Source: an optimization exercise on an open RTL-to-GDS flow (aim: small area). Production flows keep margins and buffers that such runs may drop. Function was checked by simulation only, so behaviour that the tests miss may differ from the original. The flow treats the clock pin as an ideal source, which a real chip does not have. Power and IR drop assume default switching activity.

File: flow/run.sh
#!/bin/bash
# Layout flow: the standard flow (standard.sh) with these changes.
#  - Synthesis is the standard flow's synthesis script, except that ABC maps the logic
#    with the area-oriented script flow/abc_area.script instead of ORFS's
#    default.  ABC does not touch registers, so they are the same as in the
#    standard synthesis.
#  - The array's cells (modules ALU_CELL*, ALU_SEL*) keep their hierarchy
#    through ABC, so each is mapped on its own; the standard flow's synthesis script
#    flattens the netlist before the layout as usual.
#  - After synthesis, flow/fa_pins.py reconnects full adders whose ripple
#    carry came in at A or B so that it comes in at CIN, the fastest input
#    (a full adder's function is symmetric in its inputs).
#  - Port buffers are sky130_fd_sc_hd__buf_1; the resizer still sizes them
#    up where timing or slew needs it.
#  - After global routing, ORFS's power recovery (RECOVER_POWER) downsizes
#    gates off the critical paths.
# Each tool's output goes to a log file in this folder.
set -euo pipefail
HERE=$(pwd)
FLOWDIR=$HERE/flow

# ORFS's synth.tcl with the abc call replaced
sed 's#^\(\s*\)log_cmd abc {\*}$abc_args$#\1log_cmd abc -script '"$FLOWDIR"'/abc_area.script {*}$lib_args {*}$lib_dont_use_args#' \
  "$FLOW_HOME/scripts/synth.tcl" > "$HERE/synth_area.tcl"
grep -q "abc_area.script {\*}\$lib_args" "$HERE/synth_area.tcl"

# The standard flow's synthesis script, sourcing that copy
sed 's#^source \$::env(SCRIPTS_DIR)/synth.tcl$#source '"$HERE"'/synth_area.tcl#' \
  "$HERE/synth_recipe.tcl" > "$HERE/synth_recipe_area.tcl"
grep -q "synth_area.tcl" "$HERE/synth_recipe_area.tcl"

# standard.sh, using that synthesis script
sed 's#SYNTH_SCRIPT=[^ ]*synth_recipe.tcl#SYNTH_SCRIPT='"$HERE"'/synth_recipe_area.tcl#' \
  "$HERE/standard.sh" > "$HERE/standard_area.sh"
grep -q "synth_recipe_area.tcl" "$HERE/standard_area.sh"

# the modules named ALU_CELL* and ALU_SEL* in the design
export SYNTH_KEEP_MODULES="$(sed -n 's/^\s*module\s\+\(ALU_\(CELL\|SEL\)\w*\).*/\1/p' "$FLOW_DESIGN" | sort -u | tr '\n' ' ')"
echo "SYNTH_KEEP_MODULES=$SYNTH_KEEP_MODULES" > "$HERE/keep_modules.log"
export BUFFER_PORTS_ARGS="-buffer_cell sky130_fd_sc_hd__buf_1"
export RECOVER_POWER=100

RESULTS=$HERE/orfs/results/$FLOW_PLATFORM/TOP_VIEW/base
bash "$HERE/standard_area.sh" "$RESULTS/1_2_yosys.v" > "$HERE/flow_synth.log" 2>&1
python3 "$FLOWDIR/fa_pins.py" "$RESULTS/1_2_yosys.v" > "$HERE/fa_pins.log" 2>&1
bash "$HERE/standard_area.sh" > "$HERE/flow.log" 2>&1
File: flow/abc_area.script
strash
dch -f
amap
topo
File: flow/fa_pins.py
#!/usr/bin/env python3
"""Reconnect full adders so that the ripple carry enters at CIN.

A sky130 full adder (fa_N) computes the same function of its inputs A, B and
CIN in any order, but CIN is its fastest input.  Yosys's full adder
extraction sometimes puts the carry from the previous adder on A or B.  For
every fa cell whose A or B net is driven by the COUT of another fa cell (and
whose CIN net is not), this swaps that net with the CIN net.  The netlist's
function is unchanged.

usage: fa_pins.py NETLIST.v   (rewritten in place)
"""
import re
import sys

path = sys.argv[1]
text = open(path).read()
inst_re = re.compile(r'(sky130_fd_sc_hd__fa_\d+\s+\S+\s*\()(.*?)(\);)', re.S)
pin_re = re.compile(r'\.(\w+)\(([^()]*)\)')

couts = set()
for m in inst_re.finditer(text):
    for pin, net in pin_re.findall(m.group(2)):
        if pin == 'COUT':
            couts.add(net.strip())

swapped = 0

def fix(m):
    global swapped
    body = m.group(2)
    # nets as written (an escaped name keeps its closing space)
    raw = {p: n for p, n in pin_re.findall(body)}
    pins = {p: n.strip() for p, n in raw.items()}
    if pins.get('CIN') in couts:
        return m.group(0)
    for p in ('A', 'B'):
        if pins.get(p) in couts:
            a, c = raw[p], raw['CIN']
            body = re.sub(r'\.%s\([^()]*\)' % p, lambda _: '.%s(%s)' % (p, c), body)
            body = re.sub(r'\.CIN\([^()]*\)', lambda _: '.CIN(%s)' % a, body)
            swapped += 1
            break
    return m.group(1) + body + m.group(3)

text = inst_re.sub(fix, text)
open(path, 'w').write(text)
print('fa_pins: moved the carry to CIN on %d full adders' % swapped)
File: standard.sh
#!/bin/bash
# synth_recipe.tcl (not shown) runs the flow's synth.tcl, then flattens the netlist and writes it again
# the make line also repeats each setting of config.mk as NAME=value (left out here)
make -C /OpenROAD-flow-scripts/flow DESIGN_CONFIG=/design/flow/config.mk WORK_HOME=/design/flow/orfs CLKGATE_MAP_FILE= SYNTH_SCRIPT=/design/flow/synth_recipe.tcl "${@:-finish}"
File: config.mk
export PLATFORM = sky130hd
export DESIGN_NAME = TOP_VIEW
export DESIGN_NICKNAME = TOP_VIEW
export VERILOG_FILES = /design/flow/design.v
export SDC_FILE = /design/flow/constraint.sdc
export NUM_CORES = 4
export LEC_CHECK = 0
export CAP_MARGIN = 5
export CORE_MARGIN = 2
export CORE_UTILIZATION = 40
export CTS_BUF_LIST = sky130_fd_sc_hd__clkbuf_8
export SLEW_MARGIN = 5
File: constraint.sdc
create_clock -name core_clock -period 36.0 [get_ports {clk}]
set_input_delay 7.2000 -clock core_clock [delete_from_list [all_inputs] [get_ports {clk}]]
set_output_delay 7.2000 -clock core_clock [all_outputs]
set_load 0.01 [all_outputs]
File: design.v
module DECODER_UNIT
(input wire [1:0]            alu_fun,
output wire arith_enable,logic_enable,comp_enable,shift_enable);
assign arith_enable = alu_fun == 2'b00;
assign logic_enable = alu_fun == 2'b01;
assign comp_enable  = alu_fun == 2'b10;
assign shift_enable = alu_fun == 2'b11;
endmodule
module ARITHMATIC_UNIT #(parameter KH = 15, parameter KL = 0, parameter P_TOP = 0)
(
  input wire [15:0]  A,B,
  input wire         mul, div, add,    
  input wire [15-KH:0] r_in,    
  output wire [16-KL:0] r_out,  
  output wire [KH:KL] sel);     
wire [15:0] mb = B & {16{mul}};          
wire [15:0] nbd = ~B & {16{div}};        
wire [16:0] hz;
assign hz[16] = 1'b1;
genvar k, i;
generate
  for (i = 15; i >= 0; i = i - 1) begin : g_hz
    assign hz[i] = hz[i+1] & ~B[i];
  end
endgenerate
generate
  for (k = KH; k >= KL; k = k - 1) begin : g_stage
    localparam W = 17 - k;
    localparam P = (P_TOP + KH - k) % 2;
    wire [W-1:0] x;        
    wire [W-1:0] r;        
    wire [W-1:0] c;        
    wire lsb = (A[k] & ~mul) ^ P;
    if (k == KH) begin : g_x0
      if (W > 1) begin : g_w
        assign x = {r_in[W-2:0], lsb};
      end else begin : g_w1
        assign x = lsb;
      end
    end else begin : g_x
      assign x = {g_stage[k+1].r[W-2:0], lsb};
    end
    if (k > 0) begin : g_mid
      wire nsel;
      for (i = 0; i < W-1; i = i + 1) begin : g_bit
        if (P == 0) begin : g_p
          ALU_CELL_P U_cell(
            .x(x[i]), .c(i == 0 ? div : c[i-1]),
            .a(A[i]), .mb(mb[k]), .nb(nbd[i]), .sel(sel[k]), .nsel(nsel),
            .co(c[i]), .r(r[i]));
        end else begin : g_n
          ALU_CELL_N U_cell(
            .x(x[i]), .c(i == 0 ? ~div : c[i-1]),
            .a(A[i]), .mb(mb[k]), .nb(nbd[i]), .sel(sel[k]), .nsel(nsel),
            .co(c[i]), .r(r[i]));
        end
      end
      assign r[W-1] = ~(x[W-1] ^ ((A[W-1] & mb[k]) ^ P[0]) ^ c[W-2]);
      wire dv = div & hz[16-k];
      if (P == 0) begin : g_sp
        ALU_SEL_P U_sel(.c(c[W-2]), .dv(dv), .dv2(dv), .mul(mul), .mul2(mul),
          .sel(sel[k]), .nsel(nsel));
      end else begin : g_sn
        ALU_SEL_N U_sel(.cn(c[W-2]), .dv(dv), .dv2(dv), .mul(mul), .mul2(mul),
          .sel(sel[k]), .nsel(nsel));
      end
    end else begin : g_last
      wire sub = ~mul & ~add;
      wire [15:0] nb0 = (B ^ {16{sub}}) & {16{~mul}};
      for (i = 0; i < W-1; i = i + 1) begin : g_bit
        ALU_CELL0_N U_cell(
          .x(x[i]), .c(i == 0 ? ~sub : c[i-1]),
          .a(A[i]), .mb(mb[k]), .nb(nb0[i]),
          .co(c[i]), .s(r[i]));
      end
      assign r[W-1] = x[W-1] ^ (sub ^ P[0]) ^ c[W-2];
      assign sel[0] = c[W-2] ^ P[0];    
    end
  end
endgenerate
assign r_out = g_stage[KL].r;
endmodule
module ALU_CELL_P
(
  input wire x, c, a, mb, nb, sel, nsel,
  output wire co, r);
wire y = (a & mb) | nb;
wire s = x ^ y ^ c;
assign co = (x & y) | (c & (x ^ y));
assign r = ~((sel | x) & (nsel | s));
endmodule
module ALU_CELL_N
(
  input wire x, c, a, mb, nb, sel, nsel,
  output wire co, r);
wire y = ~((a & mb) | nb);
wire s = x ^ y ^ c;
assign co = (x & y) | (c & (x ^ y));
assign r = ~((sel | x) & (nsel | s));
endmodule
module ALU_CELL0_N
(
  input wire x, c, a, mb, nb,
  output wire co, s);
wire y = ~((a & mb) | nb);
assign s = x ^ y ^ c;
assign co = (x & y) | (c & (x ^ y));
endmodule
module ALU_SEL_P
(
  input wire c, dv, dv2, mul, mul2,
  output wire sel, nsel);
assign sel = mul | (dv & c);
assign nsel = ~(mul2 | (dv2 & c));
endmodule
module ALU_SEL_N
(
  input wire cn, dv, dv2, mul, mul2,
  output wire sel, nsel);
assign sel = mul | (dv & ~cn);
assign nsel = ~(mul2 | (dv2 & ~cn));
endmodule
module LOGIC_UNIT
(
  input wire [15:0]  A,B,
  input wire         logic_enable,
  input wire [1:0]   alu_fun,
  output wire [15:0] logic_out);
wire [15:0] r = alu_fun[0] ? (A | B) : (A & B);
assign logic_out = logic_enable ? (r ^ {16{alu_fun[1]}}) : 16'b0;
endmodule
module comparsion_unit #(parameter P = 0)
(
  input wire [16:0]  diff,
  input wire         comp_enable,
  input wire [1:0]   alu_fun,
  output wire [15:0] comp_out);
wire lt = diff[16] ^ P[0];
wire eq = P ? &diff[15:0] : ~|diff[15:0];
wire gt = ~lt & ~eq;
assign comp_out = {15'b0, comp_enable & (alu_fun == 2'b01 ? eq :
                                         alu_fun == 2'b10 ? gt :
                                         alu_fun == 2'b11 ? lt : 1'b0)};
endmodule
module shift_unit
(
  input wire [15:0]  A,B,
  input wire         shift_enable,
  input wire [1:0]   alu_fun,
  output wire [15:0] shift_out);
wire [15:0] s = alu_fun[1] ? B : A;
assign shift_out = shift_enable ? (alu_fun[0] ? {s[14:0], 1'b0} : {1'b0, s[15:1]}) : 16'b0;
endmodule
module TOP_VIEW#(parameter alu_width =16)
(
  input wire [alu_width-1:0]    A,B,
  input wire                    clk,rst,
  input wire [3:0]              alu_fun,
  output wire                   arith_flag,carry_out,logic_flag,comp_flag,shift_flag,
  output wire [alu_width-1:0]   arith_out,logic_out,comp_out,shift_out
  );
localparam KS = 5;
localparam P0 = KS % 2;
wire arith_enable, logic_enable, comp_enable, shift_enable;
DECODER_UNIT U_decoder(
  .alu_fun(alu_fun[3:2]),
  .arith_enable(arith_enable),
  .logic_enable(logic_enable),
  .shift_enable(shift_enable),
  .comp_enable(comp_enable)
  );
wire mul_i = arith_enable & alu_fun[1:0] == 2'b10;
wire div_i = arith_enable & alu_fun[1:0] == 2'b11;
wire add_i = arith_enable & alu_fun[1:0] == 2'b00;
wire [16-KS:0] r_mid;
wire [15:KS]   sel_hi;
ARITHMATIC_UNIT #(.KH(15), .KL(KS), .P_TOP((15-KS)%2)) U_arith_hi(
  .A(A), .B(B),
  .mul(mul_i), .div(div_i), .add(add_i),
  .r_in((15-KS)%2 == 1),
  .r_out(r_mid),
  .sel(sel_hi)
  );
reg [KS-1:0]   a_lo;
reg [15-KS:0]  h_r;        
reg [15:0]     b_r;
reg [16-KS:0]  r_r;        
reg [1:0]      fun_r;
reg            mul_r, div_r;     
reg            arith_en, logic_en, comp_en, shift_en;
always @(posedge clk) begin
  a_lo  <= A[KS-1:0];
  h_r   <= div_i ? sel_hi : A[15:KS];
  b_r   <= B;
  r_r   <= r_mid;
  fun_r <= alu_fun[1:0];
  mul_r <= mul_i;
  div_r <= div_i;
end
always @(posedge clk or negedge rst) begin
  if (!rst) begin
    arith_en <= 1'b0;
    logic_en <= 1'b0;
    comp_en  <= 1'b0;
    shift_en <= 1'b0;
  end else begin
    arith_en <= arith_enable;
    logic_en <= logic_enable;
    comp_en  <= comp_enable;
    shift_en <= shift_enable;
  end
end
assign arith_flag = arith_en;
assign logic_flag = logic_en;
assign comp_flag  = comp_en;
assign shift_flag = shift_en;
wire [15:0] a_r = {h_r, a_lo};
wire div_sel = fun_r == 2'b11;
wire [16:0] sum_p;
wire [16:0] sum = sum_p ^ {17{P0 == 1}};
wire [KS-1:0] sel_lo;
ARITHMATIC_UNIT #(.KH(KS-1), .KL(0), .P_TOP(1)) U_arith_lo(
  .A(a_r), .B(b_r),
  .mul(mul_r),
  .div(div_r),
  .add(arith_en & fun_r == 2'b00),
  .r_in(r_r),
  .r_out(sum_p),
  .sel(sel_lo)
  );
assign arith_out = arith_en ? (div_sel ? {h_r, sel_lo} : sum[15:0]) : 16'b0;
assign carry_out = arith_en & ~div_sel & sum[16];
LOGIC_UNIT U_logic(
  .A(a_r),
  .B(b_r),
  .logic_enable(logic_en),
  .alu_fun(fun_r),
  .logic_out(logic_out)
  );
comparsion_unit #(.P(P0)) U_comp(
  .diff(sum_p),
  .comp_enable(comp_en),
  .alu_fun(fun_r),
  .comp_out(comp_out)
  );
shift_unit U_shift(
  .A(a_r),
  .B(b_r),
  .shift_enable(shift_en),
  .alu_fun(fun_r),
  .shift_out(shift_out)
  );
endmodule
==> results.sh, run 1 <==
export IMPL_finalWeightedCongestion=0.9022
export IMPL_synthCells=891
export IMPL_dr_first_iter_drc_count=823
export IMPL_cp_required_ns=28.80
export IMPL_grt_pass1_vias=7789
export IMPL_gr_total_overflow=0
export IMPL_slowest_delay_ns=0.53
export IMPL_yosysSeqAreaShare_pct=13.83
export IMPL_finalHoldViolCount=0
export IMPL_hp_class="in2async"
export IMPL_slew_headroom_pct=29.64
export IMPL_path_max_fanout=9
export IMPL_fin_crit_ns=35.32
export IMPL_first_pass_iters=5
export IMPL_cts_tree="done"
export IMPL_path_class="reg2out"
export IMPL_endpoint_kind="primary output"
export IMPL_finalMaxSlewViolations=0
export IMPL_grt_total_usage_pct=27.55
export IMPL_cpMostUsedCell="fa_2"
export IMPL_avgSynthCellArea_um2=8.610
export IMPL_synth_top_cell_area_share_pct=35.49
export IMPL_dieArea_mm2=0.02030
export IMPL_netlist_top_cells_area="fa_1 (35%), o22ai_1 (13%), dfxtp_1 (13%)"
export IMPL_crit_start="mul_r"
export IMPL_worstMarginPinSlew_ns=1.051
export IMPL_clkSinkCount=52
export IMPL_worst_ep_arrival_time_ns=28.12
export IMPL_port_buffers=91
export IMPL_remaining_drc_errors=0
export IMPL_final_fill_count=1878
export IMPL_cp_start_kind="register"
export IMPL_ys_types=28
export IMPL_num_vias=7946
export IMPL_grt_max_degree=48
export IMPL_diodes=0
export IMPL_start_util_pct=40.87
export IMPL_rows=50
export IMPL_path_clk_slew_ns=0.10
export IMPL_power_leakage_nw=3.697
export IMPL_finalSetupViolCount=0
export IMPL_design_area_mm2=0.009019
export IMPL_drt_total_wl_um=27820
export IMPL_period_share_pct=98.10
export IMPL_hpwlAfterDp_um=21460
export IMPL_dieHeight_um=142.5
export IMPL_status="timing/DRC/antenna clean"
export IMPL_peakVddDrop_uv=15.68
export IMPL_layout_nets=1214
export IMPL_fin_cells=1275
export IMPL_fmax_mhz=28.32
export IMPL_drv_cap=0
export IMPL_htreeDepth=2
export IMPL_routedWlPerCell_um=21.82
export IMPL_antenna_found_initial=0
export IMPL_utilization_pct=48.05
export IMPL_cts_root_buffer="clkbuf_8"
export IMPL_drtAntennaViolNets=0
export IMPL_p_total_w=0.0002345
export IMPL_area_growth_pct=17.57
export IMPL_ctsHoldBuffers=0
export IMPL_place_area_mm2=0.008705
export IMPL_ys_ff_latch=52
export IMPL_netlist_area_mm2=0.007671
export IMPL_pin_count=107
export IMPL_cts_buffers_inserted=5
export IMPL_slowest_stage="fa_1"
export IMPL_grt_first_pass_wirelength_um=43550
export IMPL_yosysWarningCount=1
export IMPL_die_w_um=142.5
export IMPL_fin_tns_setup_ns=0
export IMPL_clockBufferDepth=2
export IMPL_placedCellCount=1266
export IMPL_crit_path_end="comp_out[0]"
export IMPL_core_area_mm2=0.01877
export IMPL_drive_above_1_share_pct=12.78
export IMPL_yosysTopAreaCell="fa_1"
export IMPL_power_per_cell_area_mw_per_mm2=26.00
export IMPL_viasPerCell=6.232
## stage by stage
stage	worst slack (ns)	hold slack (ns)
finish	0.6845	6.693
global route	-0.007244	6.699
CTS	0.004041	6.690
detailed placement	-0.7436	7.034
global placement	-0.6638	7.032
floorplan	0.008974	6.904
## placed cells by master (no fill, tap or decap), types with 9 or more instances in the layout
master    synthesis  final
o22ai_1         155    151
nor2_1          131    126
a21oi_1         118    112
fa_1            136     87
buf_1             0     85
a21o_1           79     76
clkinv_1         59     56
fa_2              0     49
buf_4            15     48
dfxtp_1          48     47
nand2_1          31     30
a221oi_1         23     22
o21ai_0          21     21
a211oi_1         17     17
conb_1            1     15
and2_0           10     10
nor2b_1          10      9
clkbuf_1          0      9
## per-layer routing
layer / part of all wire [%] / up-vias / track usage (%)
met1: 43 / 3877 / 38.85
met4: 3.1 / 0 / 8.755
met5: 0 / - / 0
met3: 7.2 / 71 / 4.038
li1: - / 3608 / -
met2: 47 / 390 / 43.83
## Yosys cell counts (all sizes together)
cell type and instances:
o22ai 155, fa 136, nor2 131, a21oi 118, a21o 79, clkinv 59, dfxtp 48, nand2 31
a221oi 23, o21ai 21, a211oi 17, buf 15, and2 10, nor2b 10, o22a 6, xor2 6
nand3 5, nor3 5, dfrtp 4, nand4 3, nand3b 2, a31oi 1, and3 1, conb 1
nand2b 1, nand4b 1, nor4 1, or2 1
## repair_timing
| action | in CTS | in global routing |
|---|---|---|
| setup endpoints to repair | 5 | 17 |
| gates cloned | 0 | 0 |
| pin swaps | 7 | 10 |
| hold endpoints to repair | 0 | 0 |
| setup buffers | 1 | 0 |
| gates resized for setup | 24 | 46 |
## logic make-up (layout without fill, tap and decap cells)
group | Yosys count | count (layout) | share of synthesized area [%]
compound gates | 420 | 420 | 34.50
simple gates | 202 | 202 | 11.09
fa+ha+maj | 136 | 136 | 35.49
buf+inv | 74 | 210 | 4.355
flops | 52 | 52 | 13.83
xor+xnor | 6 | 6 | 0.6850
other cells | 1 | 15 | 0.04888
## critical path: cells and delay by family, from the launching register on
family / cells / cell delay (ns)
buf+inv: 4 / 0.42
flops: 1 / 0.37
fa+ha+maj: 66 / 24.89
compound gates: 10 / 1.38
simple gates: 4 / 0.70
## flip-flops by register name, indices dropped and copies added (netlist names)
signal	flops
arith_en	1
a_lo	5
fun_r	2
h_r	11
comp_en	1
mul_r	1
b_r	16
shift_en	1
r_r	12
logic_en	1
div_r	1
## layout make-up
cell class / instances / area [µm²] / area share (%)
clock buffers: 6 / 82.58 / 0.9156
clock inverters: 2 / 38.79 / 0.4301
inverters: 59 / 229.0 / 2.539
multi-input cells: 779 / 6593 / 73.10
flip-flops and latches: 52 / 1065 / 11.81
well taps: 234 / 292.8 / 3.246
repair buffers: 143 / 718.2 / 7.963
## modules after synthesis (local to each module, per instance)
module       copies in the design  flip-flops and latches  cell area (µm²)  cells
ALU_CELL_P                     64                       0            33.78      3
ALU_SEL_N                       7                       0            16.27      3
TOP_VIEW                        1                      52             3143    462
ALU_CELL0_N                    16                       0            25.02      2
ALU_CELL_N                     56                       0            31.28      3
ALU_SEL_P                       8                       0            12.51      2
## report_power, final
group	total (W)	switching (W)	internal, W
Clock	0.0000417	0.0000190	0.0000227
Combinational	0.000121	0.0000754	0.0000461
Sequential	0.0000712	0.00000875	0.0000625
## worst min path at each step
stage | from | to | slack, ns | cells past startpoint
4_1_cts | rst | logic_en | 6.69 | 1
3_3_place_gp | rst | logic_en | 7.03 | 1
5_1_grt | rst | logic_en | 6.70 | 1
6_report | rst | arith_en | 6.69 | 1
3_5_place_dp | rst | logic_en | 7.03 | 1
2_1_floorplan | rst | arith_en | 6.90 | 0
==> run 2: changes to the inputs <==
--- a/config.mk
+++ b/config.mk
@@ -9,4 +9,5 @@
 export CORE_MARGIN = 2
 export CORE_UTILIZATION = 40
 export CTS_BUF_LIST = sky130_fd_sc_hd__clkbuf_8
+export GPL_ROUTABILITY_DRIVEN = 0
 export SLEW_MARGIN = 5
==> run 2 against run 1 <==
  * The layout now fails its checks (capacitance limit, slew limit)
  * Critical endpoint unchanged
  * Sequential power is essentially flat
  * Highest routed layer unchanged
  * Critical path depth shrank 1
  * Sequential cell count is the same
  * Global-route usage grew 0.46 points
  * Non-clock buffer count grew 10
  * Synthesized cell count is the same
  * Combinational power is essentially flat
  * First-iteration DRC count shrank 23%
  * Synthesized area is the same
==> results.sh, run 2 <==
export IMPL_fmax_mhz=28.36
export IMPL_grt_first_pass_wirelength_um=44190
export IMPL_grt_pass1_vias=7684
export IMPL_slew_headroom_pct=-25.58
export IMPL_first_pass_iters=5
export IMPL_failed_checks="capacitance limit, slew limit"
export IMPL_synth_common_cells="o22ai_1 (155), fa_1 (136), nor2_1 (131), a21oi_1 (118), a21o_1 (79)"
export IMPL_hp_class="in2async"
export IMPL_core_area_mm2=0.01877
export IMPL_dieArea_mm2=0.02030
export IMPL_largest_reg_flops=16
export IMPL_p_int_w=0.0001242
export IMPL_synth_top_cell_area_share_pct=35.49
export IMPL_yosysWarningCount=1
export IMPL_yosysSeqAreaShare_pct=13.83
export IMPL_drv_cap=1
export IMPL_drtAntennaViolNets=0
export IMPL_synthArstFlopShare_pct=7.692
export IMPL_ctsHoldBuffers=0
export IMPL_grt_max_degree=48
export IMPL_remaining_drc_errors=0
export IMPL_num_vias=7956
export IMPL_finalMaxSlewViolations=48
export IMPL_cts_buffers_inserted=5
export IMPL_status="failed layout checks"
export IMPL_rows=50
export IMPL_worst_ep_arrival_time_ns=28.07
export IMPL_fin_cells=1285
export IMPL_path_class="reg2out"
export IMPL_path_max_fanout=9
export IMPL_holdWs_ns=6.701
export IMPL_design_area_mm2=0.009061
export IMPL_switchingPower_w=0.0001043
export IMPL_die_w_um=142.5
export IMPL_ys_ff_latch=52
export IMPL_final_fill_count=1900
export IMPL_place_area_mm2=0.008757
export IMPL_path_clk_slew_ns=0.10
export IMPL_p_seq_share_pct=31.2
export IMPL_cts_root_buffer="clkbuf_8"
export IMPL_dr_first_iter_drc_count=630
export IMPL_fin_crit_ns=35.27
export IMPL_cp_required_ns=28.80
export IMPL_area_growth_pct=18.12
export IMPL_peakVddDrop_uv=17.12
export IMPL_grt_total_usage_pct=28.01
export IMPL_viasPerCell=6.191
export IMPL_gr_total_overflow=0
export IMPL_slowest_stage="fa_1"
export IMPL_avgSynthCellArea_um2=8.610
export IMPL_pwr_share_comb_pct=53.6
export IMPL_htreeDepth=2
export IMPL_placedCellCount=1273
export IMPL_synth_flop_cell="dfxtp_1"
export IMPL_largestRegisters="b_r x16, r_r x12, h_r x11"
export IMPL_start_util_pct=40.87
export IMPL_clkSinkCount=52
export IMPL_cpMostUsedCell="fa_2"
export IMPL_drt_total_wl_um=28190
export IMPL_hpwlAfterDp_um=21620
export IMPL_layout_commonest_cell="o22ai_1"
export IMPL_cts_tree="done"
export IMPL_netlist_top_cells_area="fa_1 (35%), o22ai_1 (13%), dfxtp_1 (13%)"
export IMPL_synthCells=891
export IMPL_clockBufferDepth=2
export IMPL_clkPwrFrac_pct=15.2
export IMPL_routedWlPerCell_um=21.93
export IMPL_ys_types=28
export IMPL_power_per_cell_area_mw_per_mm2=25.22
export IMPL_finalHoldViolCount=0
export IMPL_synth_edf_count=0
export IMPL_mostFrequentLayoutCells="o22ai_1 (152), nor2_1 (126), a21oi_1 (111), fa_1 (92), buf_1 (84)"
export IMPL_synth_most_common_cell="o22ai_1"
export IMPL_dieHeight_um=142.5
export IMPL_drive_above_1_share_pct=13.32
export IMPL_pin_count=107
export IMPL_p_sw_share_pct=45.63
export IMPL_cp_start_kind="register"
export IMPL_diodes=0
export IMPL_endpoint_kind="primary output"
export IMPL_period_share_pct=97.96
export IMPL_top_register="b_r"
export IMPL_port_buffers=91
export IMPL_finalSetupViolCount=0
export IMPL_antenna_found_initial=0
export IMPL_power_leakage_nw=3.732
export IMPL_worstMarginPinSlew_ns=1.884
export IMPL_netlist_area_mm2=0.007671
export IMPL_slowest_delay_ns=0.51
export IMPL_yosysTopAreaCell="fa_1"
export IMPL_layout_nets=1224
run 2: per-stage QoR:
step	setup TNS (ns)	utilization, %	setup WS (ns)	power [W]
floorplan	0	-	0.008974	0.0001502
global placement	0	46.66	0.05854	0.0001884
detailed placement	-0.6235	46.66	-0.2904	0.0001904
CTS	0	47.41	0.01000	0.0002253
global route	-0.03367	48.28	-0.02031	0.0002469
finish	0	48.28	0.7342	0.0002285
run 2: routing by layer:
metal  GRT usage (%)  part of all wire [%]  vias to the layer above
met3           3.668                   7.9                       60
li1                -                     -                     3622
met2           43.98                    47                      409
met4           9.328                   3.0                        0
met5               0                     0                        -
met1           40.06                    42                     3865
run 2: what timing repair did:
action                                  CTS  global route
endpoints found under the setup margin    4            18
setup buffers                             1             3
endpoints found under the hold margin     0             0
pin swaps                                 4            11
resized for setup                        16            50
run 2: cells by family after synthesis:
kind of cell | after synthesis | synth area share, %
AND/OR/NAND/NOR | 202 | 11.09
AO/OA/AOI/OAI | 420 | 34.50
buffers and inverters | 74 | 4.355
XOR/XNOR | 6 | 0.6850
other | 1 | 0.04888
adder cells (fa/ha/maj) | 136 | 35.49
flip-flops | 52 | 13.83
run 2: worst max path at each step:
| stage | from | end | depth (start not counted) |
|---|---|---|---|
| 6_report | mul_r | comp_out[0] | 83 |
| 5_1_grt | alu_fun[2] | h_r[0] | 97 |
| 4_1_cts | mul_r | comp_out[0] | 84 |
| 3_5_place_dp | div_r | comp_out[0] | 84 |
| 3_3_place_gp | b_r[4] | comp_out[0] | 84 |
| 2_1_floorplan | mul_r | comp_out[0] | 83 |
run 2: critical path: cells and delay by family (launching register included):
kind                       cells  cell delay, ns
AOI/OAI and AO/OA              9            1.23
DFF                            1            0.36
and+or+nand+nor                4            0.66
adders and majority gates     66           25.09
buffers and inverters          4            0.41
run 2: layout make-up:
cell class                      instances  area, µm²  area share (%)
Timing Repair Buffer                  153      789.5           8.713
Sequential cell                        52       1066           11.76
Inverter                               59      226.5           2.499
Multi-Input combinational cell        779       6589           72.71
Clock buffer                            6      82.58          0.9114
Clock inverter                          2      15.01          0.1657
Tap cell                              234      292.8           3.231
run 2: Yosys stat by module, one instance, submodules excluded:
module | flops+latches | area, µm² | cells | times used
ALU_CELL_P | 0 | 33.78 | 3 | 64
ALU_CELL_N | 0 | 31.28 | 3 | 56
ALU_CELL0_N | 0 | 25.02 | 2 | 16
ALU_SEL_P | 0 | 12.51 | 2 | 8
ALU_SEL_N | 0 | 16.27 | 3 | 7
TOP_VIEW | 52 | 3143 | 462 | 1
run 2: power by group through the flow:
stage	Sequential [W]	Clock, W	Combinational, W
2_1_floorplan	0.0000690	0	0.0000813
4_1_cts	0.0000710	0.0000352	0.000119
5_1_grt	0.0000719	0.0000378	0.000137
3_3_place_gp	0.0000722	0	0.000116
3_5_place_dp	0.0000723	0	0.000118
6_report	0.0000712	0.0000348	0.000123
==> run 3: changes to the inputs <==
--- a/config.mk
+++ b/config.mk
@@ -8,6 +8,6 @@
 export CAP_MARGIN = 5
 export CORE_MARGIN = 2
 export CORE_UTILIZATION = 40
-export CTS_BUF_LIST = sky130_fd_sc_hd__clkbuf_8
-export GPL_ROUTABILITY_DRIVEN = 0
+export CTS_BUF_LIST = sky130_fd_sc_hd__clkbuf_4 sky130_fd_sc_hd__clkbuf_8
+export CTS_CLUSTER_SIZE = 12
 export SLEW_MARGIN = 5
==> run 3 against run 2 <==
  * The run now finishes clean
  * Synthesized cell count unchanged
  * Non-clock buffer count decreased by 10
  * Sequential share of layout area about the same
  * Critical path depth increased by 1
  * Via count decreased by 0.13%
  * Cell count decreased by 0.78%
  * Core utilization decreased by 0.23 points
  * Clock-buffer cell count unchanged
==> results.sh, run 3 <==
export IMPL_core_area_mm2=0.01877
export IMPL_dr_first_iter_drc_count=823
export IMPL_netlist_area_mm2=0.007671
export IMPL_mostFrequentLayoutCells="o22ai_1 (151), nor2_1 (126), a21oi_1 (112), fa_1 (87), buf_1 (85)"
export IMPL_grt_total_usage_pct=27.55
export IMPL_finalHoldViolCount=0
export IMPL_port_buffers=91
export IMPL_synth_common_cells="o22ai_1 (155), fa_1 (136), nor2_1 (131), a21oi_1 (118), a21o_1 (79)"
export IMPL_first_pass_iters=5
export IMPL_clkSinkCount=52
export IMPL_path_class="reg2out"
export IMPL_endpoint_kind="primary output"
export IMPL_viasPerCell=6.232
export IMPL_period_share_pct=98.10
export IMPL_cp_required_ns=28.80
export IMPL_die_w_um=142.5
export IMPL_diodes=0
export IMPL_drtAntennaViolNets=0
export IMPL_avgSynthCellArea_um2=8.610
export IMPL_clockBufferDepth=2
export IMPL_grt_pass1_vias=7789
export IMPL_status="timing/DRC/antenna clean"
export IMPL_area_growth_pct=17.57
export IMPL_grt_first_pass_wirelength_um=43550
export IMPL_ys_types=28
export IMPL_synth_flop_cell="dfxtp_1"
export IMPL_synthCells=891
export IMPL_ys_ff_latch=52
export IMPL_worst_ep_arrival_time_ns=28.12
export IMPL_synth_edf_count=0
export IMPL_rows=50
export IMPL_netlist_top_cells_area="fa_1 (35%), o22ai_1 (13%), dfxtp_1 (13%)"
export IMPL_slowest_stage="fa_1"
export IMPL_synth_top_cell_area_share_pct=35.49
export IMPL_grt_max_degree=48
export IMPL_layout_nets=1214
export IMPL_path_max_fanout=9
export IMPL_yosysSeqAreaShare_pct=13.83
export IMPL_utilization_pct=48.05
export IMPL_cp_start_kind="register"
export IMPL_start_util_pct=40.87
export IMPL_finalSetupViolCount=0
export IMPL_ctsHoldBuffers=0
export IMPL_fmax_mhz=28.32
export IMPL_peakVddDrop_uv=15.68
export IMPL_cts_tree="done"
export IMPL_num_vias=7946
export IMPL_cpMostUsedCell="fa_2"
export IMPL_fin_crit_ns=35.32
export IMPL_cts_buffers_inserted=5
export IMPL_remaining_drc_errors=0
export IMPL_finalWeightedCongestion=0.9022
export IMPL_htreeDepth=2
export IMPL_dieArea_mm2=0.02030
export IMPL_layout_commonest_cell="o22ai_1"
export IMPL_routedWlPerCell_um=21.82
export IMPL_dieHeight_um=142.5
export IMPL_drt_total_wl_um=27820
export IMPL_yosysWarningCount=1
export IMPL_pin_count=107
export IMPL_hpwlAfterDp_um=21460
export IMPL_cts_root_buffer="clkbuf_8"
export IMPL_largest_reg_flops=16
export IMPL_gr_total_overflow=0
export IMPL_yosysTopAreaCell="fa_1"
export IMPL_finalMaxSlewViolations=0
export IMPL_top_register="b_r"
export IMPL_synth_most_common_cell="o22ai_1"
export IMPL_p_total_w=0.0002345
export IMPL_power_leakage_nw=3.697
export IMPL_drive_above_1_share_pct=12.78
export IMPL_hp_class="in2async"
export IMPL_slowest_delay_ns=0.53
export IMPL_slew_headroom_pct=29.64
export IMPL_power_per_cell_area_mw_per_mm2=26.00
export IMPL_worstMarginPinSlew_ns=1.051
export IMPL_drv_cap=0
export IMPL_antenna_found_initial=0
export IMPL_synthArstFlopShare_pct=7.692
export IMPL_path_clk_slew_ns=0.10
export IMPL_largestRegisters="b_r x16, r_r x12, h_r x11"
==> run 3: per-layer routing <==
metal	up-vias	wire length (µm)	part of all wire (%)	track usage, %
li1	3608	-	-	-
met1	3877	11970	43	38.85
met2	390	12980	47	43.83
met3	71	1990	7.2	4.038
met4	0	874	3.1	8.755
met5	-	0	0	0
==> run 3: final timing paths <==
path,from,to,slack (ns),depth (start not counted)
worst max-delay path,mul_r,comp_out[0],0.68,84
worst min-delay path,rst,arith_en,6.69,1
max in group asynchronous,rst,shift_en,29.13,1
min in group core_clock,B[0],b_r[0],7.04,1
==> run 3: cells by family after synthesis <==
group	share of synthesized area [%]
compound gates	34.50
simple gates	11.09
fa+ha+maj	35.49
buf+inv	4.355
flops	13.83
xor+xnor	0.6850
other cells	0.04888
==> run 3: repair_timing <==
item,in CTS,in global routing
setup buffers,1,0
pin swaps,7,10
endpoints found under the setup margin,5,17
cloned,0,0
gates resized for setup,24,46
==> run 3: worst max-delay path: cells and delay by family, from the launching register on <==
| family | cells | cell delay, ns |
|---|---|---|
| buffers and inverters | 4 | 0.42 |
| adder cells (fa/ha/maj) | 66 | 24.89 |
| flip-flops | 1 | 0.37 |
| AO/OA/AOI/OAI | 10 | 1.38 |
| AND/OR/NAND/NOR | 4 | 0.70 |
==> run 3: layout make-up <==
| type | count | area, µm² |
|---|---|---|
| repair buffers | 143 | 718.2 |
| inverters | 59 | 229.0 |
| well taps | 234 | 292.8 |
| fillers | 1878 | 9749 |
| flip-flops and latches | 52 | 1065 |
| clock inverters | 2 | 38.79 |
| multi-input cells | 779 | 6593 |
| clock buffers | 6 | 82.58 |
==> run 3: power breakdown <==
group           total, W  internal (W)  switching [W]  leakage (nW)
Combinational   0.000121     0.0000461      0.0000754          3.18
Clock          0.0000417     0.0000227      0.0000190        0.0614
Sequential     0.0000712     0.0000625     0.00000875         0.457
==> run 3: stage by stage <==
stage                     cells  setup slack (ns)  area, µm²  hold WS (ns)  setup TNS [ns]
after detailed placement   1266           -0.7436       8705         7.034          -1.117
final                      1275            0.6845       9019         6.693               0
after global placement     1266           -0.6638       8705         7.032         -0.7591
after CTS                  1275          0.004041       8891         6.690               0
after floorplan             905          0.008974       7800         6.904               0
after global routing       1275         -0.007244       9019         6.699       -0.007837
==> run 3: per-module statistics from Yosys, one instance, submodules excluded <==
module	copies in the design	flip-flops and latches
TOP_VIEW	1	52
ALU_CELL_P	64	0
ALU_CELL0_N	16	0
ALU_CELL_N	56	0
ALU_SEL_P	8	0
ALU_SEL_N	7	0
==> run 4: changes to the inputs <==
--- a/config.mk
+++ b/config.mk
@@ -7,7 +7,7 @@
 export LEC_CHECK = 0
 export CAP_MARGIN = 5
 export CORE_MARGIN = 2
-export CORE_UTILIZATION = 40
-export CTS_BUF_LIST = sky130_fd_sc_hd__clkbuf_4 sky130_fd_sc_hd__clkbuf_8
-export CTS_CLUSTER_SIZE = 12
+export CORE_UTILIZATION = 50
+export CTS_BUF_LIST = sky130_fd_sc_hd__clkbuf_8
+export PLACE_DENSITY = 0.7
 export SLEW_MARGIN = 5
==> run 4 against run 3 <==
  * The layout now fails its checks (capacitance limit, slew limit)
  * Synthesized cell count did not move
  * Worst hold slack better by 0.00067 ns
  * Critical path depth did not move
  * Sequential cell count stayed put
  * Power shrank 4.5%
  * Final area down 1.2%
  * Clock-buffer cell count decreased by 1
  * Non-clock buffer count shrank 1
  * Critical endpoint unchanged
==> results.sh, run 4 <==
export IMPL_status="failed layout checks"
export IMPL_failed_checks="capacitance limit, slew limit"
export IMPL_ys_types=28
export IMPL_muxShareOfSynthArea_pct=0
export IMPL_ctsHoldBuffers=0
export IMPL_area_growth_pct=16.20
export IMPL_grt_total_usage_pct=32.51
export IMPL_drtAntennaViolNets=0
export IMPL_die_w_um=127.9
export IMPL_synth_top_cell_area_share_pct=35.49
export IMPL_cts_root_buffer="clkbuf_8"
export IMPL_viasPerCell=6.484
export IMPL_slowest_delay_ns=0.58
export IMPL_remaining_drc_errors=0
export IMPL_p_total_w=0.0002239
export IMPL_synth_xor_area_share_pct=0.6850
export IMPL_finalWeightedCongestion=0.9837
export IMPL_synth_edf_count=0
export IMPL_slowest_stage="fa_1"
export IMPL_port_buffers=91
export IMPL_met3_length_um=2252
export IMPL_netlist_top_cells_area="fa_1 (35%), o22ai_1 (13%), dfxtp_1 (13%)"
export IMPL_dr_first_iter_drc_count=812
export IMPL_synthArstFlopShare_pct=7.692
export IMPL_slew_headroom_pct=-24.39
export IMPL_clockBufferDepth=2
export IMPL_cts_tree="done"
export IMPL_cp_start_kind="register"
export IMPL_m1WireLength_um=10450
export IMPL_routedWlPerCell_um=21.40
export IMPL_largestRegisters="b_r x16, r_r x12, h_r x11"
export IMPL_core_area_mm2=0.01509
export IMPL_netlist_area_mm2=0.007671
export IMPL_path_max_fanout=9
export IMPL_yosys_area_share_adder_pct=35.49
export IMPL_peakVddDrop_uv=14.65
export IMPL_hpwlAfterDp_um=20180
export IMPL_utilization_pct=59.07
export IMPL_synth_flop_cell="dfxtp_1"
export IMPL_pin_count=107
export IMPL_synth_top_family_by_area="adder cells"
export IMPL_synth_compound_area_share_pct=34.50
export IMPL_crit_family="adder cells"
export IMPL_highest_layer="met4"
export IMPL_first_pass_iters=7
export IMPL_cts_buffers_inserted=5
export IMPL_fin_crit_ns=35.23
export IMPL_worstMarginPinSlew_ns=1.866
export IMPL_dieHeight_um=127.9
export IMPL_largest_reg_flops=16
export IMPL_htreeDepth=2
export IMPL_power_per_cell_area_mw_per_mm2=25.12
export IMPL_rows=45
export IMPL_worst_ep_arrival_time_ns=28.03
export IMPL_route_met2_wl_um=12560
export IMPL_layout_nets=1214
export IMPL_synth_most_common_cell="o22ai_1"
export IMPL_power_leakage_nw=3.674
export IMPL_layout_commonest_cell="o22ai_1"
export IMPL_finalHoldViolCount=0
export IMPL_grt_pass1_vias=7681
export IMPL_period_share_pct=97.85
export IMPL_gr_total_overflow=0
export IMPL_cpMostUsedCell="fa_2"
export IMPL_avgSynthCellArea_um2=8.610
export IMPL_path_clk_slew_ns=0.09
export IMPL_finalMaxSlewViolations=48
export IMPL_worstPathBufferInverterCount=4
export IMPL_finalSetupViolCount=0
export IMPL_synthCells=891
export IMPL_hp_class="in2async"
export IMPL_antenna_found_initial=0
export IMPL_start_util_pct=50.84
export IMPL_cp_required_ns=28.80
export IMPL_drv_cap=1
export IMPL_grt_max_degree=48
export IMPL_mostFrequentLayoutCells="o22ai_1 (154), nor2_1 (127), a21oi_1 (113), fa_1 (88), buf_1 (87)"
export IMPL_diodes=0
export IMPL_fmax_mhz=28.39
export IMPL_drt_total_wl_um=26300
export IMPL_yosysSeqAreaShare_pct=13.83
export IMPL_yosysTopAreaCell="fa_1"
export IMPL_yosys_area_share_simple_pct=11.09
export IMPL_num_vias=7969
export IMPL_top_register="b_r"
export IMPL_path_class="reg2out"
export IMPL_dieArea_mm2=0.01635
export IMPL_clkSinkCount=52
export IMPL_endpoint_kind="primary output"
export IMPL_final_fill_count=1413
export IMPL_drive_above_1_share_pct=12.30
export IMPL_ys_ff_latch=52
export IMPL_grt_first_pass_wirelength_um=41490
export IMPL_yosysWarningCount=1
export IMPL_synth_common_cells="o22ai_1 (155), fa_1 (136), nor2_1 (131), a21oi_1 (118), a21o_1 (79)"
[run 4: per-module statistics from Yosys (local to each module, per instance)]
module / times used / cell area [µm²] / cells inside
TOP_VIEW: 1 / 3143 / 462
ALU_CELL_N: 56 / 31.28 / 3
ALU_SEL_N: 7 / 16.27 / 3
ALU_SEL_P: 8 / 12.51 / 2
ALU_CELL0_N: 16 / 25.02 / 2
ALU_CELL_P: 64 / 33.78 / 3
[run 4: cells by family (layout without fill, tap and decap cells)]
group           after synthesis  in the layout
other cells                   1             15
flops                        52             52
buf+inv                      74            209
compound gates              420            421
xor+xnor                      6              6
fa+ha+maj                   136            136
simple gates                202            202
[run 4: routing by layer]
layer / GRT usage, % / vias to the layer above
met4: 12.80 / 0
met3: 3.589 / 82
met1: 45.18 / 3836
met5: 0 / -
met2: 52.56 / 445
li1: - / 3606
[run 4: layout make-up]
| cell class | instances | area (µm²) | share of cell area, % |
|---|---|---|---|
| multi-input combinational | 780 | 6578 | 73.79 |
| clock inverter | 3 | 22.52 | 0.2527 |
| timing repair buffer | 142 | 714.4 | 8.015 |
| tap | 188 | 235.2 | 2.639 |
| sequential | 52 | 1066 | 11.96 |
| inverter | 59 | 229.0 | 2.569 |
| clock buffer | 5 | 68.82 | 0.7720 |
[run 4: worst paths after layout]
check | start | endpoint | slack [ns] | cells past startpoint
min in group core_clock | B[14] | b_r[14] | 7.02 | 1
max in group asynchronous | rst | shift_en | 29.13 | 1
max | mul_r | comp_out[0] | 0.77 | 84
min | rst | comp_en | 6.69 | 1
[run 4: power by group]
group          internal [W]  switching [W]
logic             0.0000458      0.0000740
registers         0.0000625     0.00000829
clock network     0.0000139      0.0000195
[run 4: stage by stage]
step                instances  setup slack (ns)  hold slack, ns  area, µm²   TNS, ns
floorplan                 905          0.008974           6.904       7800         0
global placement         1216           -0.4455           7.027       8617   -0.4455
detailed placement       1216           -0.5063           7.031       8617   -0.6181
CTS                      1226           0.04509           6.690       8773         0
global route             1229         -0.006862           6.691       8914  -0.01129
finish                   1229            0.7730           6.694       8914         0
[run 4: repair_timing]
| item | in CTS | in global routing |
|---|---|---|
| endpoints found under the hold margin | 0 | 0 |
| gates cloned | 0 | 1 |
| setup buffers | 2 | 2 |
| setup endpoints to repair | 5 | 17 |
| resized for setup | 21 | 42 |
| pin swaps | 6 | 12 |
==> run 5: changes to the inputs <==
--- a/flow/run.sh
+++ b/flow/run.sh
@@ -12,8 +12,9 @@
 #    (a full adder's function is symmetric in its inputs).
 #  - Port buffers are sky130_fd_sc_hd__buf_1; the resizer still sizes them
 #    up where timing or slew needs it.
-#  - After global routing, ORFS's power recovery (RECOVER_POWER) downsizes
-#    gates off the critical paths.
+#  - Timing-driven global placement does not keep the buffers and sizes of
+#    its trial repairs (GPL_KEEP_OVERFLOW=0); the later repair steps make
+#    the layout's own.
 # Each tool's output goes to a log file in this folder.
 set -euo pipefail
 HERE=$(pwd)
@@ -38,7 +39,7 @@
 export SYNTH_KEEP_MODULES="$(sed -n 's/^\s*module\s\+\(ALU_\(CELL\|SEL\)\w*\).*/\1/p' "$FLOW_DESIGN" | sort -u | tr '\n' ' ')"
 echo "SYNTH_KEEP_MODULES=$SYNTH_KEEP_MODULES" > "$HERE/keep_modules.log"
 export BUFFER_PORTS_ARGS="-buffer_cell sky130_fd_sc_hd__buf_1"
-export RECOVER_POWER=100
+export GPL_KEEP_OVERFLOW=0
 
 RESULTS=$HERE/orfs/results/$FLOW_PLATFORM/TOP_VIEW/base
 bash "$HERE/standard_area.sh" "$RESULTS/1_2_yosys.v" > "$HERE/flow_synth.log" 2>&1
--- a/config.mk
+++ b/config.mk
@@ -7,7 +7,6 @@
 export LEC_CHECK = 0
 export CAP_MARGIN = 5
 export CORE_MARGIN = 2
-export CORE_UTILIZATION = 50
+export CORE_UTILIZATION = 40
 export CTS_BUF_LIST = sky130_fd_sc_hd__clkbuf_8
-export PLACE_DENSITY = 0.7
 export SLEW_MARGIN = 5
==> run 5 against run 4 <==
  * Now clean on timing, DRC and antenna
  * Critical path depth unchanged
  * First-iteration DRC count down 9.1%
  * Worst hold slack gained 0.0017 ns
  * Cell count grew 2.5%
  * Largest cell class unchanged
  * Largest power group unchanged
==> results.sh, run 5 <==
export IMPL_finalMaxSlewViolations=0
export IMPL_diodes=0
export IMPL_ctsHoldBuffers=0
export IMPL_grt_use_met1_pct=39.11
export IMPL_ys_ff_latch=52
export IMPL_grt_total_usage_pct=28.29
export IMPL_fin_cells=1260
export IMPL_layout_nets=1199
export IMPL_path_class="reg2out"
export IMPL_cts_root_buffer="clkbuf_8"
export IMPL_port_buffers=91
export IMPL_finalSetupViolCount=0
export IMPL_use_met3_pct=2.423
export IMPL_drv_cap=0
export IMPL_antenna_found_initial=0
export IMPL_synthCells=891
export IMPL_fin_crit_ns=35.28
export IMPL_core_area_mm2=0.01877
export IMPL_synthArstFlopShare_pct=7.692
export IMPL_viasPerCell=6.326
export IMPL_drtAntennaViolNets=0
export IMPL_grt_first_pass_wirelength_um=43750
export IMPL_pin_count=107
export IMPL_grt_max_degree=49
export IMPL_netlist_area_mm2=0.007671
export IMPL_slew_headroom_pct=24.33
export IMPL_cts_tree="done"
export IMPL_die_w_um=142.5
export IMPL_peakVddDrop_uv=16.88
export IMPL_first_pass_iters=5
export IMPL_clockBufferDepth=2
export IMPL_status="timing/DRC/antenna clean"
export IMPL_rows=50
export IMPL_top_register="b_r"
export IMPL_synth_common_cells="o22ai_1 (155), fa_1 (136), nor2_1 (131), a21oi_1 (118), a21o_1 (79)"
export IMPL_clkSinkCount=52
export IMPL_slowest_stage="fa_1"
export IMPL_power_per_cell_area_mw_per_mm2=25.43
export IMPL_synth_edf_count=0
export IMPL_routedWlPerCell_um=22.97
export IMPL_drt_total_wl_um=28950
export IMPL_endpoint_kind="primary output"
export IMPL_grt_pass1_vias=7606
export IMPL_netlist_top_cells_area="fa_1 (35%), o22ai_1 (13%), dfxtp_1 (13%)"
export IMPL_mostFrequentLayoutCells="o22ai_1 (150), nor2_1 (125), a21oi_1 (111), buf_1 (90), fa_1 (87)"
export IMPL_path_max_fanout=5
export IMPL_utilization_pct=48.35
export IMPL_slowest_delay_ns=0.52
export IMPL_power_leakage_nw=3.639
export IMPL_path_clk_slew_ns=0.10
export IMPL_multiInputGateArea_mm2=0.006723
export IMPL_start_util_pct=40.87
export IMPL_finalWeightedCongestion=0.9315
export IMPL_worstMarginPinSlew_ns=1.131
export IMPL_largest_reg_flops=16
export IMPL_ff_latch_area_mm2=0.001074
export IMPL_num_vias=7971
export IMPL_synth_most_common_cell="o22ai_1"
export IMPL_dr_first_iter_drc_count=738
export IMPL_gr_total_overflow=0
export IMPL_final_fill_count=1867
export IMPL_area_growth_pct=18.30
export IMPL_hpwlAfterDp_um=21230
export IMPL_largestRegisters="b_r x16, r_r x12, h_r x11"
export IMPL_cp_start_kind="register"
export IMPL_ys_types=28
export IMPL_avgSynthCellArea_um2=8.610
export IMPL_fmax_mhz=28.35
export IMPL_dieArea_mm2=0.02030
export IMPL_yosysWarningCount=1
export IMPL_holdWs_ns=6.696
export IMPL_placedCellCount=1215
export IMPL_cpMostUsedCell="fa_2"
export IMPL_layout_commonest_cell="o22ai_1"
export IMPL_cts_buffers_inserted=5
export IMPL_worst_ep_arrival_time_ns=28.08
export IMPL_dieHeight_um=142.5
export IMPL_yosysTopAreaCell="fa_1"
export IMPL_yosysSeqAreaShare_pct=13.83
export IMPL_remaining_drc_errors=0
export IMPL_grt_busiest_layer="met2"
export IMPL_cp_required_ns=28.80
export IMPL_synth_flop_cell="dfxtp_1"
export IMPL_drive_above_1_share_pct=13.16
export IMPL_finalHoldViolCount=0
export IMPL_use_met2_pct=44.99
export IMPL_hp_class="in2async"
export IMPL_synth_top_cell_area_share_pct=35.49
export IMPL_period_share_pct=98.00
export IMPL_htreeDepth=2
## run 5: kinds of logic (layout without fill, tap and decap cells)
group,after synthesis,after routing,synth area share [%]
AOI/OAI and AO/OA,420,421,34.50
xor gates and xnor gates,6,6,0.6850
adders and majority gates,136,136,35.49
buffers and inverters,74,193,4.355
DFF,52,52,13.83
other,1,15,0.04888
and+or+nand+nor,202,203,11.09
## run 5: cell type report
type	instances	area share (%)
clock buffers	5	0.7583
clock inverters	3	0.2757
inverters	59	2.661
multi-input cells	781	74.08
flip-flops and latches	52	11.83
well taps	234	3.226
repair buffers	126	7.169
## run 5: metal layers
metal  vias to the layer above  routed length (µm)
met2                       443               13510
met5                         -                   0
li1                       3579                   -
met4                         0                1381
met3                        94                2209
met1                      3855               11850
## run 5: critical path, delay by kind of cell, from the launching register on
kind | cells | cell delay, ns
adders and majority gates | 66 | 24.87
AOI/OAI and AO/OA | 10 | 1.41
and+or+nand+nor | 4 | 0.63
buffers and inverters | 4 | 0.42
DFF | 1 | 0.39
## run 5: final timing paths
| path | start | endpoint | slack, ns | cells after the start |
|---|---|---|---|---|
| setup / recovery | b_r[4] | comp_out[0] | 0.72 | 84 |
| hold / removal | rst | logic_en | 6.70 | 1 |
| max in group asynchronous | rst | comp_en | 29.11 | 1 |
| min in group core_clock | B[12] | b_r[12] | 7.01 | 1 |
## run 5: what timing repair did
| item | CTS | global route |
|---|---|---|
| setup buffers | 18 | 16 |
| pin swaps | 15 | 22 |
| setup endpoints to repair | 20 | 18 |
| cloned | 1 | 1 |
| gates resized for setup | 55 | 42 |
## run 5: where the power goes
group          switching, W  internal (W)   total, W
combinational     0.0000769     0.0000458   0.000123
sequential       0.00000998     0.0000624  0.0000724
clock             0.0000214     0.0000142  0.0000357
total              0.000108      0.000122   0.000231
## run 5: through the flow
step | worst slack [ns] | total power [W] | TNS (ns) | cell area (µm²)
after floorplan | 0.008974 | 0.0001502 | 0 | 7800
after global placement | -3.191 | 0.0001864 | -44.81 | 8322
after detailed placement | -3.337 | 0.0001875 | -49.10 | 8322
after CTS | 0.005718 | 0.0002251 | 0 | 8783
after global routing | -0.1152 | 0.0002483 | -1.131 | 9075
final | 0.7216 | 0.0002308 | 0 | 9075
## run 5: per-module statistics from Yosys (local to each module, per instance)
| module | times used | cells | area [µm²] | flip-flops and latches |
|---|---|---|---|---|
| TOP_VIEW | 1 | 462 | 3143 | 52 |
| ALU_CELL0_N | 16 | 2 | 25.02 | 0 |
| ALU_CELL_P | 64 | 3 | 33.78 | 0 |
| ALU_SEL_N | 7 | 3 | 16.27 | 0 |
| ALU_SEL_P | 8 | 2 | 12.51 | 0 |
| ALU_CELL_N | 56 | 3 | 31.28 | 0 |
==> run 6: changes to the inputs <==
--- a/flow/run.sh
+++ b/flow/run.sh
@@ -12,9 +12,8 @@
 #    (a full adder's function is symmetric in its inputs).
 #  - Port buffers are sky130_fd_sc_hd__buf_1; the resizer still sizes them
 #    up where timing or slew needs it.
-#  - Timing-driven global placement does not keep the buffers and sizes of
-#    its trial repairs (GPL_KEEP_OVERFLOW=0); the later repair steps make
-#    the layout's own.
+#  - After clock tree synthesis, flow/post_cts.tcl downsizes gates with
+#    timing slack to spare (power recovery) and repairs slew again.
 # Each tool's output goes to a log file in this folder.
 set -euo pipefail
 HERE=$(pwd)
@@ -39,7 +38,7 @@
 export SYNTH_KEEP_MODULES="$(sed -n 's/^\s*module\s\+\(ALU_\(CELL\|SEL\)\w*\).*/\1/p' "$FLOW_DESIGN" | sort -u | tr '\n' ' ')"
 echo "SYNTH_KEEP_MODULES=$SYNTH_KEEP_MODULES" > "$HERE/keep_modules.log"
 export BUFFER_PORTS_ARGS="-buffer_cell sky130_fd_sc_hd__buf_1"
-export GPL_KEEP_OVERFLOW=0
+export POST_CTS_TCL="$FLOWDIR/post_cts.tcl"
 
 RESULTS=$HERE/orfs/results/$FLOW_PLATFORM/TOP_VIEW/base
 bash "$HERE/standard_area.sh" "$RESULTS/1_2_yosys.v" > "$HERE/flow_synth.log" 2>&1
==> flow/post_cts.tcl (new file) <==
# Sourced by ORFS's cts.tcl at its end (POST_CTS_TCL): recover area from
# gates that the repair made larger than their timing needs, then repair
# slew and capacitance again and legalize.  The global-route step repairs
# timing again with routing parasitics.
log_cmd estimate_parasitics -placement
log_cmd repair_timing -recover_power 100 -match_cell_footprint -verbose
log_cmd repair_design -slew_margin $::env(SLEW_MARGIN) -cap_margin $::env(CAP_MARGIN) -match_cell_footprint -verbose
log_cmd detailed_placement
check_placement -verbose
==> run 6 against run 5 <==
  * Largest power group unchanged
  * Combinational power about the same
  * Global-route usage down 0.73 points
  * Synthesized area unchanged
  * Still clean
  * Sequential cell count unchanged
==> results.sh, run 6 <==
export IMPL_status="timing/DRC/antenna clean"
export IMPL_pin_count=107
export IMPL_drtAntennaViolNets=0
export IMPL_rsz0062_at_grt="yes"
export IMPL_period_share_pct=98.17
export IMPL_layout_setup_ws_ns=0.6605
export IMPL_die_w_um=142.5
export IMPL_power_per_cell_area_mw_per_mm2=26.01
export IMPL_grt_max_degree=48
export IMPL_finalMaxSlewViolations=0
export IMPL_synth_most_common_cell="o22ai_1"
export IMPL_dieHeight_um=142.5
export IMPL_cpMostUsedCell="fa_2"
export IMPL_yosysTopAreaCell="fa_1"
export IMPL_design_area_mm2=0.009004
export IMPL_layout_nets=1214
export IMPL_cts_tree="done"
export IMPL_worst_ep_arrival_time_ns=28.14
export IMPL_use_met2_pct=43.83
export IMPL_clkSinkCount=52
export IMPL_synthArstFlopShare_pct=7.692
export IMPL_synth_top_cell_area_share_pct=35.49
export IMPL_drt_total_wl_um=27730
export IMPL_synth_edf_count=0
export IMPL_netlist_top_cells_area="fa_1 (35%), o22ai_1 (13%), dfxtp_1 (13%)"
export IMPL_routedWlPerCell_um=21.75
export IMPL_cp_required_ns=28.80
export IMPL_grt_busiest_layer="met2"
export IMPL_crit_start="mul_r"
export IMPL_largest_reg_flops=16
export IMPL_rows=50
export IMPL_viasPerCell=6.195
export IMPL_ys_ff_latch=52
export IMPL_area_growth_pct=17.37
export IMPL_path_class="reg2out"
export IMPL_finalWeightedCongestion=0.9022
export IMPL_dieArea_mm2=0.02030
export IMPL_grt_use_met1_pct=38.85
export IMPL_cp_start_kind="register"
export IMPL_peakVddDrop_uv=15.69
export IMPL_num_vias=7898
export IMPL_synth_common_cells="o22ai_1 (155), fa_1 (136), nor2_1 (131), a21oi_1 (118), a21o_1 (79)"
export IMPL_start_util_pct=40.87
export IMPL_drv_cap=0
export IMPL_path_max_fanout=9
export IMPL_grt_total_usage_pct=27.55
export IMPL_core_area_mm2=0.01877
export IMPL_remaining_drc_errors=0
export IMPL_slew_headroom_pct=28.51
export IMPL_antenna_found_initial=0
export IMPL_first_pass_iters=5
export IMPL_avgSynthCellArea_um2=8.610
export IMPL_dr_first_iter_drc_count=765
export IMPL_fin_crit_ns=35.34
export IMPL_grt_first_pass_wirelength_um=43550
export IMPL_layout_commonest_cell="o22ai_1"
export IMPL_hp_class="in2async"
export IMPL_slowest_stage="fa_1"
export IMPL_synthCells=891
export IMPL_hpwlAfterDp_um=21460
export IMPL_fmax_mhz=28.30
export IMPL_p_total_w=0.0002342
export IMPL_port_buffers=91
export IMPL_finalHoldViolCount=0
export IMPL_top_register="b_r"
export IMPL_power_leakage_nw=3.683
export IMPL_path_clk_slew_ns=0.10
export IMPL_largestRegisters="b_r x16, r_r x12, h_r x11"
export IMPL_drive_above_1_share_pct=12.39
export IMPL_place_area_mm2=0.008705
export IMPL_synth_flop_cell="dfxtp_1"
export IMPL_grt_pass1_vias=7789
export IMPL_fin_tns_setup_ns=0
export IMPL_diodes=0
export IMPL_ys_types=28
export IMPL_endpoint_kind="primary output"
export IMPL_slowest_delay_ns=0.53
export IMPL_use_met3_pct=4.038
export IMPL_yosysWarningCount=1
export IMPL_pre_cts_slack_ns=-0.7436
export IMPL_mostFrequentLayoutCells="o22ai_1 (151), nor2_1 (126), a21oi_1 (112), buf_1 (97), fa_1 (88)"
export IMPL_yosysSeqAreaShare_pct=13.83
export IMPL_gr_total_overflow=0
export IMPL_worstMarginPinSlew_ns=1.068
export IMPL_netlist_area_mm2=0.007671
export IMPL_finalSetupViolCount=0
-- run 6: stage by stage --
| step | instances | util (%) | hold WS, ns |
|---|---|---|---|
| 2_1_floorplan | 905 | - | 6.904 |
| 3_3_place_gp | 1266 | 46.38 | 7.032 |
| 3_5_place_dp | 1266 | 46.38 | 7.034 |
| 5_1_grt | 1275 | 47.97 | 6.699 |
| 6_report | 1275 | 47.97 | 6.694 |
-- run 6: critical path, delay by kind of cell, from the launching register on --
kind / cells / cell delay (ns)
and+or+nand+nor: 4 / 0.70
buffers and inverters: 4 / 0.42
adders and majority gates: 66 / 24.88
AOI/OAI and AO/OA: 10 / 1.37
DFF: 1 / 0.37
-- run 6: per-module statistics from Yosys, one instance, submodules excluded --
| module | flip-flops and latches | cell area [µm²] | times used | cells |
|---|---|---|---|---|
| ALU_CELL_P | 0 | 33.78 | 64 | 3 |
| ALU_CELL0_N | 0 | 25.02 | 16 | 2 |
| ALU_CELL_N | 0 | 31.28 | 56 | 3 |
| ALU_SEL_P | 0 | 12.51 | 8 | 2 |
| ALU_SEL_N | 0 | 16.27 | 7 | 3 |
| TOP_VIEW | 52 | 3143 | 1 | 462 |
-- run 6: cell type report --
cell class                 instances  area, µm²
tap                              234      292.8
sequential                        52       1065
timing repair buffer             143      705.7
fill                            1888       9764
clock buffer                       6      82.58
clock inverter                     2      38.79
multi-input combinational        779       6590
inverter                          59      229.0
-- run 6: report_power, final --
| group | internal [W] | switching, W |
|---|---|---|
| Sequential | 0.0000625 | 0.00000879 |
| Clock | 0.0000227 | 0.0000190 |
| Combinational | 0.0000459 | 0.0000753 |
| Total | 0.000131 | 0.000103 |
-- run 6: per-layer routing --
metal	vias up	wire [µm]
li1	3605	-
met5	-	0
met3	65	1949
met2	349	12960
met4	0	878
met1	3879	11940
-- run 6: cells by family after synthesis --
logic type	synth area share, %
and+or+nand+nor	11.09
xor gates and xnor gates	0.6850
other	0.04888
AOI/OAI and AO/OA	34.50
DFF	13.83
adders and majority gates	35.49
buffers and inverters	4.355
-- run 6: worst max-delay path by stage --
stage,end,slack [ns],cells after the start
final,comp_out[0],0.66,84
after detailed placement,comp_out[0],-0.74,84
after global placement,comp_out[0],-0.66,84
after global routing,comp_out[0],-0.007,84
after floorplan,comp_out[0],0.009,83
==> run 7: changes to the inputs <==
--- a/config.mk
+++ b/config.mk
@@ -7,6 +7,7 @@
 export LEC_CHECK = 0
 export CAP_MARGIN = 5
 export CORE_MARGIN = 2
-export CORE_UTILIZATION = 40
+export CORE_UTILIZATION = 55
 export CTS_BUF_LIST = sky130_fd_sc_hd__clkbuf_8
+export PLACE_DENSITY = 0.8
 export SLEW_MARGIN = 5
==> run 7 against run 6 <==
  * Still clean on timing, DRC and antenna
  * Sequential share of layout area grew 0.098 points
  * Cell count shrank 4.2%
  * Worst setup slack lost 0.026 ns
  * Sequential cell count is the same
  * Worst hold slack lost 0.0075 ns
  * Critical path type unchanged
  * Critical endpoint unchanged
==> results.sh, run 7 <==
export IMPL_status="timing/DRC/antenna clean"
export IMPL_largest_reg_flops=16
export IMPL_fin_cells=1221
export IMPL_mostFrequentLayoutCells="o22ai_1 (153), nor2_1 (126), a21oi_1 (111), fa_1 (93), buf_1 (92)"
export IMPL_path_max_fanout=9
export IMPL_slowest_stage="fa_1"
export IMPL_hp_class="in2async"
export IMPL_start_util_pct=55.70
export IMPL_yosys_area_share_adder_pct=35.49
export IMPL_holdWs_ns=6.686
export IMPL_placedCellCount=1203
export IMPL_layout_nets=1214
export IMPL_avgSynthCellArea_um2=8.610
export IMPL_grt_pass1_vias=7600
export IMPL_area_growth_pct=16.41
export IMPL_rows=43
export IMPL_synth_xor_area_share_pct=0.6850
export IMPL_routedWlPerCell_um=21.32
export IMPL_power_leakage_nw=3.698
export IMPL_path_class="reg2out"
export IMPL_first_pass_iters=5
export IMPL_peakVddDrop_uv=20.17
export IMPL_ys_ff_latch=52
export IMPL_drt_total_wl_um=26030
export IMPL_core_area_mm2=0.01377
export IMPL_yosysWarningCount=1
export IMPL_finalWeightedCongestion=1.019
export IMPL_grt_max_degree=48
export IMPL_endpoint_kind="primary output"
export IMPL_yosys_area_share_simple_pct=11.09
export IMPL_synth_most_common_cell="o22ai_1"
export IMPL_fin_tns_setup_ns=0
export IMPL_dieHeight_um=122.1
export IMPL_ys_types=28
export IMPL_clkSinkCount=52
export IMPL_muxShareOfSynthArea_pct=0
export IMPL_netlist_top_cells_area="fa_1 (35%), o22ai_1 (13%), dfxtp_1 (13%)"
export IMPL_synth_top_family_by_area="adder cells"
export IMPL_synth_common_cells="o22ai_1 (155), fa_1 (136), nor2_1 (131), a21oi_1 (118), a21o_1 (79)"
export IMPL_yosysSeqAreaShare_pct=13.83
export IMPL_top_register="b_r"
export IMPL_pin_count=107
export IMPL_fmax_mhz=28.28
export IMPL_yosysTopAreaCell="fa_1"
export IMPL_synth_compound_area_share_pct=34.50
export IMPL_final_fill_count=1208
export IMPL_worst_ep_arrival_time_ns=28.17
export IMPL_netlist_area_mm2=0.007671
export IMPL_synth_flop_cell="dfxtp_1"
export IMPL_diodes=0
export IMPL_path_clk_slew_ns=0.10
export IMPL_num_vias=8070
export IMPL_port_buffers=91
export IMPL_grt_first_pass_wirelength_um=40130
export IMPL_largestRegisters="b_r x16, r_r x12, h_r x11"
export IMPL_cts_tree="done"
export IMPL_synthCells=891
export IMPL_drtAntennaViolNets=0
export IMPL_synth_top_cell_area_share_pct=35.49
export IMPL_drive_above_1_share_pct=12.30
export IMPL_dr_first_iter_drc_count=755
export IMPL_dieArea_mm2=0.01491
export IMPL_fin_crit_ns=35.37
export IMPL_design_area_mm2=0.008930
export IMPL_cpMostUsedCell="fa_1"
export IMPL_layout_commonest_cell="o22ai_1"
export IMPL_place_area_mm2=0.008569
export IMPL_grt_total_usage_pct=35.31
export IMPL_utilization_pct=64.83
export IMPL_slowest_delay_ns=0.51
export IMPL_cp_start_kind="register"
run 7: metrics by stage:
step	power [W]	setup WS, ns
2_1_floorplan	0.0001502	0.008974
3_3_place_gp	0.0001834	0.05802
3_5_place_dp	0.0001867	-0.2927
5_1_grt	0.0002485	-0.08341
6_report	0.0002325	0.6340
run 7: worst paths after layout:
path	depth (start not counted)	slack, ns	end
worst max-delay path	84	0.63	comp_out[0]
worst min-delay path	1	6.69	logic_en
max in group asynchronous	1	29.14	shift_en
min in group core_clock	1	7.03	b_r[14]
run 7: kinds of logic (layout without fill, tap and decap cells):
group,count (synthesis),count (layout)
adder cells (fa/ha/maj),136,136
flip-flops,52,52
AND/OR/NAND/NOR,202,202
XOR/XNOR,6,6
AO/OA/AOI/OAI,420,422
buffers and inverters,74,208
other,1,15
run 7: worst max-delay path: cells and delay by family (launching register included):
family	cells	cell delay, ns
AOI/OAI and AO/OA	10	1.37
adders and majority gates	66	25.03
buffers and inverters	4	0.41
DFF	1	0.37
and+or+nand+nor	4	0.67
run 7: report_power, final:
group          internal [W]  switching [W]  leakage, nW
clock network     0.0000207      0.0000190       0.0599
logic             0.0000462      0.0000756         3.18
registers         0.0000625     0.00000847        0.457
total              0.000129       0.000103         3.70
run 7: cell type report:
class | instances | area, µm² | share of cell area, %
timing repair buffer | 141 | 705.7 | 7.902
clock buffer | 5 | 68.82 | 0.7706
sequential | 52 | 1065 | 11.92
clock inverter | 3 | 42.54 | 0.4764
inverter | 59 | 227.7 | 2.550
multi-input combinational | 781 | 6595 | 73.85
tap | 180 | 225.2 | 2.522
run 7: Yosys stat by module, one instance, submodules excluded:
| module | copies in the design | flip-flops and latches |
|---|---|---|
| ALU_SEL_N | 7 | 0 |
| ALU_CELL0_N | 16 | 0 |
| ALU_SEL_P | 8 | 0 |
| ALU_CELL_P | 64 | 0 |
| TOP_VIEW | 1 | 52 |
| ALU_CELL_N | 56 | 0 |
run 7: routing by layer:
layer  GRT usage (%)  up-vias  part of all wire, %
met3           7.678      104                   11
li1                -     3609                    -
met4           16.16        0                  4.5
met2           55.52      534                   47
met1           46.92     3823                   38
met5               0        -                    0

Check on run 7: ideal ports give 0.634 ns setup slack; a clkbuf_16 on the clock port and buf_2 on the inputs give 0.603 ns; moving port delays by the midpoint clock arrival (0.338 ns) as well gives 0.826 ns.
